This is an optimization exercise on Yosys and OpenROAD, whose aim is small area, a short achievable clock period and few clock cycles per item, not a production implementation.
The RTL was checked by simulation tests, not by an equivalence proof against the original design.

--- flow/design.v ---
module SCPU(
    clk,
    rst_n,
    in_valid,
    instruction,
    MEM_out,
    busy,
    out_valid,
    out0,
    out1,
    out2,
    out3,
    out4,
    out5,
    out6,
    out7,
    out8,
    out9,
    out10,
    out11,
    out12,
    out13,
    out14,
    out15,
    WEN,
    ADDR,
    MEM_in
);
input clk, rst_n, in_valid;
input [18:0] instruction;
output busy;
output reg out_valid;
output reg signed [15:0] out0, out1, out2, out3, out4, out5, out6, out7,
                         out8, out9, out10, out11, out12, out13, out14, out15;
input signed [15:0] MEM_out;
output reg WEN;
output reg signed [15:0] MEM_in;    
output reg [12:0] ADDR;             
localparam OP_R    = 3'b000;
localparam OP_MULT = 3'b001;
localparam OP_BEQ  = 3'b010;
localparam OP_ADDI = 3'b011;
localparam OP_SUBI = 3'b100;
localparam OP_SW   = 3'b101;
localparam OP_LW   = 3'b110;
localparam OP_SLT  = 3'b111;
reg signed [15:0] Reg [0:15];
reg        wb_en_d, wb_en_l;
reg  [3:0] wb_d, wb_l;
reg [15:0] wb_val_d, wb_val_l;
function [15:0] rd_reg;
    input [3:0] idx;
    begin
        rd_reg = Reg[idx];
        if (wb_en_d && wb_d == idx) rd_reg = wb_val_d;
        if (wb_en_l && wb_l == idx) rd_reg = wb_val_l;
    end
endfunction
wire [2:0] opcode = instruction[18:16];
wire [3:0] rs     = instruction[15:12];
wire [3:0] rt     = instruction[11:8];
reg        IFID_valid;
reg [18:0] IFID_inst;
reg signed [15:0] IFIDrs_value, IFIDrt_value;
reg  [1:0] DH_counter;
wire [2:0] IFID_opcode = IFID_inst[18:16];
wire [3:0] IFID_rs     = IFID_inst[15:12];
wire [3:0] IFID_rt     = IFID_inst[11:8];
wire [3:0] IFID_rd     = IFID_inst[7:4];
wire [3:0] IFID_rl     = IFID_inst[3:0];
wire [3:0] IFID_func   = IFID_inst[3:0];
wire [7:0] IFID_imm    = IFID_inst[7:0];
reg        IDEX_valid;
reg  [2:0] IDEX_opcode;
reg  [3:0] IDEX_rt, IDEX_rd, IDEX_rl;
reg signed [31:0] IDEX_ALUresult;
reg        EXMEM_valid;
reg  [2:0] EXMEM_opcode;
reg  [3:0] EXMEM_rt, EXMEM_rd, EXMEM_rl;
reg signed [31:0] EXMEM_ALUresult;
reg        MEMWB_valid;
function writes;
    input [2:0] op;
    input [3:0] t, d, l, r;
    begin
        case (op)
            OP_R:                   writes = (d == r);
            OP_MULT, OP_BEQ, OP_SLT: writes = (d == r) || (l == r);
            OP_ADDI, OP_SUBI, OP_LW: writes = (t == r);
            default:                writes = 1'b0;
        endcase
    end
endfunction
wire IFID_go = IFID_valid && DH_counter == 2'd0;    
assign busy  = IFID_valid && DH_counter != 2'd0;     
wire accept  = in_valid && !busy;
wire dep2 = IFID_go &&
            (writes(IFID_opcode, IFID_rt, IFID_rd, IFID_rl, rs) ||
             writes(IFID_opcode, IFID_rt, IFID_rd, IFID_rl, rt));
wire dep1 = IDEX_valid &&
            (writes(IDEX_opcode, IDEX_rt, IDEX_rd, IDEX_rl, rs) ||
             writes(IDEX_opcode, IDEX_rt, IDEX_rd, IDEX_rl, rt));
reg signed [31:0] ALUresult;
wire signed [15:0] simm = {{8{IFID_imm[7]}}, IFID_imm};
wire [12:0] mem_addr = IFIDrs_value[12:0] + {5'd0, IFID_imm};
always @(*) begin
    ALUresult = 32'sd0;
    case (IFID_opcode)
        OP_R: begin
            case (IFID_func)
                4'b0000: ALUresult = IFIDrs_value & IFIDrt_value;
                4'b0001: ALUresult = IFIDrs_value | IFIDrt_value;
                4'b0010: ALUresult = IFIDrs_value ^ IFIDrt_value;
                4'b0011: ALUresult = IFIDrs_value + IFIDrt_value;
                4'b0100: ALUresult = IFIDrs_value - IFIDrt_value;
                default: ALUresult = 32'sd0;
            endcase
        end
        OP_MULT: ALUresult = IFIDrs_value * IFIDrt_value;
        OP_BEQ:  ALUresult = (IFIDrs_value == IFIDrt_value) ? 32'sd1 : 32'sd0;
        OP_SLT:  ALUresult = (IFIDrs_value <  IFIDrt_value) ? 32'sd1 : 32'sd0;
        OP_ADDI: ALUresult = IFIDrs_value + simm;
        OP_SUBI: ALUresult = IFIDrs_value - simm;
        default: ALUresult = 32'sd0;
    endcase
end
always @(*) begin
    wb_en_d  = 1'b0;
    wb_en_l  = 1'b0;
    wb_d     = EXMEM_rd;
    wb_l     = EXMEM_rl;
    wb_val_d = EXMEM_ALUresult[15:0];
    wb_val_l = EXMEM_ALUresult[15:0];
    if (EXMEM_valid) begin
        case (EXMEM_opcode)
            OP_R: begin
                wb_en_d = 1'b1;
            end
            OP_MULT: begin
                wb_en_d  = 1'b1;
                wb_en_l  = 1'b1;
                wb_val_d = EXMEM_ALUresult[31:16];
            end
            OP_BEQ, OP_SLT: begin
                wb_en_d  = 1'b1;
                wb_en_l  = 1'b1;
                wb_val_d = {15'd0,  EXMEM_ALUresult[0]};
                wb_val_l = {15'd0, ~EXMEM_ALUresult[0]};
            end
            OP_ADDI, OP_SUBI: begin
                wb_en_l = 1'b1;
                wb_l    = EXMEM_rt;
            end
            OP_LW: begin
                wb_en_l  = 1'b1;
                wb_l     = EXMEM_rt;
                wb_val_l = MEM_out;
            end
            default: ;
        endcase
    end
end
integer i;
always @(posedge clk or negedge rst_n) begin
    if (!rst_n) begin
        IFID_valid      <= 1'b0;
        IFID_inst       <= 19'd0;
        IFIDrs_value    <= 16'sd0;
        IFIDrt_value    <= 16'sd0;
        DH_counter      <= 2'd0;
        IDEX_valid      <= 1'b0;
        IDEX_opcode     <= 3'd0;
        IDEX_rt         <= 4'd0;
        IDEX_rd         <= 4'd0;
        IDEX_rl         <= 4'd0;
        IDEX_ALUresult  <= 32'sd0;
        EXMEM_valid     <= 1'b0;
        EXMEM_opcode    <= 3'd0;
        EXMEM_rt        <= 4'd0;
        EXMEM_rd        <= 4'd0;
        EXMEM_rl        <= 4'd0;
        EXMEM_ALUresult <= 32'sd0;
        MEMWB_valid     <= 1'b0;
        out_valid       <= 1'b0;
        WEN             <= 1'b1;
        ADDR            <= 13'd0;
        MEM_in          <= 16'sd0;
        for (i = 0; i < 16; i = i + 1) Reg[i] <= 16'sd0;
        out0  <= 0; out1  <= 0; out2  <= 0; out3  <= 0;
        out4  <= 0; out5  <= 0; out6  <= 0; out7  <= 0;
        out8  <= 0; out9  <= 0; out10 <= 0; out11 <= 0;
        out12 <= 0; out13 <= 0; out14 <= 0; out15 <= 0;
    end
    else begin
        if (accept) begin
            IFID_valid   <= 1'b1;
            IFID_inst    <= instruction;
            IFIDrs_value <= rd_reg(rs);
            IFIDrt_value <= rd_reg(rt);
            DH_counter   <= dep2 ? 2'd2 : (dep1 ? 2'd1 : 2'd0);
        end
        else if (busy) begin
            IFIDrs_value <= rd_reg(IFID_rs);
            IFIDrt_value <= rd_reg(IFID_rt);
            DH_counter   <= DH_counter - 2'd1;
        end
        else begin
            IFID_valid   <= 1'b0;
        end
        IDEX_valid     <= IFID_go;
        IDEX_opcode    <= IFID_opcode;
        IDEX_rt        <= IFID_rt;
        IDEX_rd        <= IFID_rd;
        IDEX_rl        <= IFID_rl;
        IDEX_ALUresult <= ALUresult;
        WEN            <= 1'b1;
        if (IFID_go && IFID_opcode == OP_SW) begin
            WEN    <= 1'b0;              
            ADDR   <= mem_addr;
            MEM_in <= IFIDrt_value;
        end
        if (IFID_go && IFID_opcode == OP_LW) begin
            ADDR   <= mem_addr;
        end
        EXMEM_valid     <= IDEX_valid;
        EXMEM_opcode    <= IDEX_opcode;
        EXMEM_rt        <= IDEX_rt;
        EXMEM_rd        <= IDEX_rd;
        EXMEM_rl        <= IDEX_rl;
        EXMEM_ALUresult <= IDEX_ALUresult;
        MEMWB_valid <= EXMEM_valid;
        if (wb_en_d) Reg[wb_d] <= wb_val_d;
        if (wb_en_l) Reg[wb_l] <= wb_val_l;
        out_valid <= MEMWB_valid;
        out0  <= Reg[0];  out1  <= Reg[1];  out2  <= Reg[2];  out3  <= Reg[3];
        out4  <= Reg[4];  out5  <= Reg[5];  out6  <= Reg[6];  out7  <= Reg[7];
        out8  <= Reg[8];  out9  <= Reg[9];  out10 <= Reg[10]; out11 <= Reg[11];
        out12 <= Reg[12]; out13 <= Reg[13]; out14 <= Reg[14]; out15 <= Reg[15];
    end
end
endmodule
--- flow/run.sh ---
#!/bin/bash
# synth_recipe.tcl (not shown) runs the flow's synth.tcl, then flattens the netlist and writes it again
# the make line also repeats each setting of config.mk as NAME=value (left out here)
make -C /OpenROAD-flow-scripts/flow DESIGN_CONFIG=/design/flow/config.mk WORK_HOME=/design/flow/orfs CLKGATE_MAP_FILE= SYNTH_SCRIPT=/design/flow/synth_recipe.tcl finish
--- flow/config.mk ---
export PLATFORM = sky130hd
export DESIGN_NAME = SCPU
export DESIGN_NICKNAME = SCPU
export VERILOG_FILES = /design/flow/design.v
export SDC_FILE = /design/flow/constraint.sdc
export NUM_CORES = 4
export LEC_CHECK = 0
export CAP_MARGIN = 40
export CORE_MARGIN = 2
export CORE_UTILIZATION = 40
export SLEW_MARGIN = 40
--- flow/constraint.sdc ---
create_clock -name core_clock -period 7.5 [get_ports {clk}]
set_input_delay 1.5000 -clock core_clock [delete_from_list [all_inputs] [get_ports {clk}]]
set_output_delay 1.5000 -clock core_clock [all_outputs]
set_load 0.01 [all_outputs]
==> results.txt <==
outcome=finished clean; Layout area overhead=18.3%; drt total wl=268,000 um; first-pass GRT wire length=371,000 um; r2r setup slk=650 ps; critical path peak fanout=15; CTS Root Buffer Type=clkbuf_16; setup_tns=0 ps; reg2reg start=IFIDrt_value[6]$_DFFE_PN0P_; gr usage total=43.5%; simple-gate share of the synthesized area=12.7%; initial antenna violation count=20; Relative slew margins=32.5%; Post-DP Area=0.0535 sq mm; R2R cell count=20; period utilization=91.3%; IO Port Bufs=325; worst path cell trace=inv_1 > nor2_1 > fa_1 > fa_1 > fa_1 > fa_1 > fa_1 > inv_1 > fa_1 > inv_1 > ha_1 > a21o_1 > a21o_1 > a2111oi_0 > or3_1 > o21ai_0 > a311oi_1 > o41ai_2 > xor2_1 > a21o_1; routability cong.=1.13; commonest non-fill, non-tap cell in the layout=dfrtp_1; kind of critical path=register to register; Clock Skew=58.6 ps; hold buffers post-CTS=0; chip height=349 um; CP most frequent cell=fa_1; Final Hold Vio Count=0; hold path cells=0; pin count of the biggest net entering global routing=103; CP endpoint=IDEX_ALUresult[30]$_DFF_PN0_; commonest cells after routing, fill and taps aside=692 x dfrtp_1, 572 x nand2_1, 417 x o21ai_0, 369 x inv_1, 316 x clkdlybuf4s50_1; Post-synth EDFFs=0; IO Pins=326; Post-route DRC=0; hold crit path type=register to register; Crit-path slowest cell=inv_1; remaining antenna violation count=0; Post-Syn Instances=5,137; clock latency (worst-skew pair)=700 ps; CTS tree=built; drt wl/cell=38.4 um; main flop type after synthesis=dfrtp_1; # clock sinks=694; startpoint types=register; synth warn=2; Final min period=6850 ps; # resized after CTS=0; Detailed Routing Iterations Pass 1=8; CP max stage delay=580 ps; crit path launch=IFIDrt_value[6]$_DFFE_PN0P_; post-synthesis xor/xnor area fraction=2.52%; Synth Area in Compound Gates=23.3%; synth unique cells=95; Final #Nets=5,821; Post-synth ARST share=100%; # rows=126; share of cells above drive strength 1=9.87%; worst-case clock buffer depth=3; clk slew on worst S/H paths=60 ps; Worst Path Arrival=7430 ps; mux contribution to synthesized area=2.75%; worst r2r dst=IDEX_ALUresult[30]$_DFF_PN0_; Max-Cap Viols=0; CTS buffer count=78; HPWL after DPL=197,000 um; synthesized area=0.0476 sq mm; starting DRC count in detailed routing=7,179; largest family of logic cells by synthesized area=compound AO/OA/AOI/OAI gates; vias=47.3k; nature of the critical path endpoint=register; post-synthesis adder-cell area fraction=15.6%; FF+latch count, synth=694; Finish-stage setup viols=0; initial cell density of the core=40.3%; die width=349 um; Critical Path RT=8080 ps; # H-tree levels=3; fmax=146 MHz; Slew @ Worst Pin=1010 ps; Max Slew Vio Count=0; global route overflow=0; Mean Syn Cell Area=9.27 sq um; placeable core area=0.118 sq mm; final instance area=0.0563 sq mm; Vias/cell=6.78; post-CTS setup buffers=0; die area=0.122 sq mm; number of global-route vias before repair=45.3k; post-synthesis sequential area ratio=36.5%; Synth Net Count=5,606; unrepaired setup endpoints after global routing=false
flip-flops by register name, summed over array words and instances (netlist names), 16 cells and up:
| signal | count |
|---|---|
| out11 | 16 |
| out1 | 16 |
| Reg | 256 |
| IDEX_ALUresult | 32 |
| out4 | 16 |
| out7 | 16 |
| out0 | 16 |
| EXMEM_ALUresult | 32 |
| out15 | 16 |
| out10 | 16 |
| out9 | 16 |
| IFID_inst | 19 |
| out6 | 16 |
| out12 | 16 |
| out5 | 16 |
| out8 | 16 |
| IFIDrt_value | 16 |
| out14 | 16 |
| out13 | 16 |
| out3 | 16 |
| MEM_in | 16 |
| IFIDrs_value | 16 |
| out2 | 16 |
critical path, delay by kind of cell (launching register included):
family / cells / cell delay [ps]
AO/OA/AOI/OAI: 7 / 1550
flip-flops: 1 / 510
AND/OR/NAND/NOR: 2 / 340
buffers and inverters: 3 / 720
XOR/XNOR: 1 / 150
adder cells (fa/ha/maj): 7 / 3460
logic make-up after synthesis:
| group | Yosys count |
|---|---|
| adders and majority gates | 433 |
| xor gates and xnor gates | 137 |
| AOI/OAI and AO/OA | 1627 |
| buffers and inverters | 816 |
| and+or+nand+nor | 1307 |
| DFF | 694 |
| muxes | 123 |
worst min-delay path by stage:
| stage | from | endpoint | slack [ps] |
|---|---|---|---|
| 2_1_floorplan | IDEX_ALUresult[0]$_DFF_PN0_ | EXMEM_ALUresult[0]$_DFF_PN0_ | 330 |
| 6_report | IDEX_ALUresult[16]$_DFF_PN0_ | EXMEM_ALUresult[16]$_DFF_PN0_ | 350 |
| 3_5_place_dp | IDEX_ALUresult[16]$_DFF_PN0_ | EXMEM_ALUresult[16]$_DFF_PN0_ | 330 |
| 3_3_place_gp | IDEX_ALUresult[16]$_DFF_PN0_ | EXMEM_ALUresult[16]$_DFF_PN0_ | 330 |
| 5_1_grt | IDEX_ALUresult[6]$_DFF_PN0_ | EXMEM_ALUresult[6]$_DFF_PN0_ | 350 |
| 4_1_cts | IDEX_ALUresult[6]$_DFF_PN0_ | EXMEM_ALUresult[6]$_DFF_PN0_ | 350 |
cell usage after synthesis, types with 30 or more instances:
cell type  instances  area (sq um)
ha_1             165          2060
clkbuf_1         338          1270
a21oi_1          192           961
inv_1            369          1390
a211oi_1          31           233
nor2b_1           30           188
buf_2             64           320
a22oi_1          251          1880
xor2_1            42           368
a22o_1            68           596
mux2_2            40           450
nor2_1           330          1240
dfrtp_1          693         17300
o21ai_0          418          2090
nor3_1            52           260
xnor2_1           95           832
nand3_1           74           370
nand4_1           65           407
fa_1             266          5330
nand2_1          578          2170
mux2i_1           80           801
o211ai_1         268          2010
o22ai_1           42           263
a222oi_1          34           340
a221oi_1          62           543
layout make-up:
| class | instances | area [sq um] |
|---|---|---|
| Antenna cell | 24 | 60.1 |
| Clock inverter | 28 | 509 |
| Multi-Input combinational cell | 3627 | 27600 |
| Timing Repair Buffer | 567 | 5200 |
| Inverter | 384 | 1440 |
| Tap cell | 1536 | 1920 |
| Fill cell | 11200 | 61800 |
| Clock buffer | 113 | 2240 |
| Sequential cell | 694 | 17400 |
per-layer routing:
metal | up-vias | wire (um) | track usage (%)
li1 | 18800 | - | -
met1 | 23600 | 99100 | 53.7
met2 | 3731 | 113000 | 63.7
met3 | 1112 | 30900 | 13.9
met4 | 4 | 24700 | 32.2
met5 | - | 27 | 0
stage by stage:
stage	setup slack, ps	cells	utilization [%]	hold slack (ps)
after floorplan	1290	5137	-	331
after global placement	796	6800	45.0	332
after detailed placement	782	6808	45.3	335
after CTS	760	6949	47.6	348
after global routing	421	6959	47.7	355
final	650	6973	47.7	347
Testbench counts, summed over its fixed seeds: cycles 22,220, instructions 16,000.

-- static timing again, ports no longer ideal --
The flow's constraints put no driver on any port. The routed layout listed below was extracted and timed again, unchanged, in two steps. Step 1 assumes that a clkbuf_16 drives the clock port and a buf_2 every other input. Step 2 also shifts input and output timing later by t, the mid clock arrival at the registers, as if the neighbouring blocks saw the same clock. Three values: no drivers, after step 1, after step 2; two values: the first two.
t (ns): 0.748
slack for setup (ns): 0.650 / 0.650 / 0.650
latest minus earliest clock arrival (ns): 0.060 / 0.060
worst data-port slew with drivers (ns): 0.08
cell pins on the clock port's net: 1
After both steps this run still meets setup and hold. For this run, drivers alone change the setup slack by 0.000 ns; drivers and shift together by 0.000 ns.
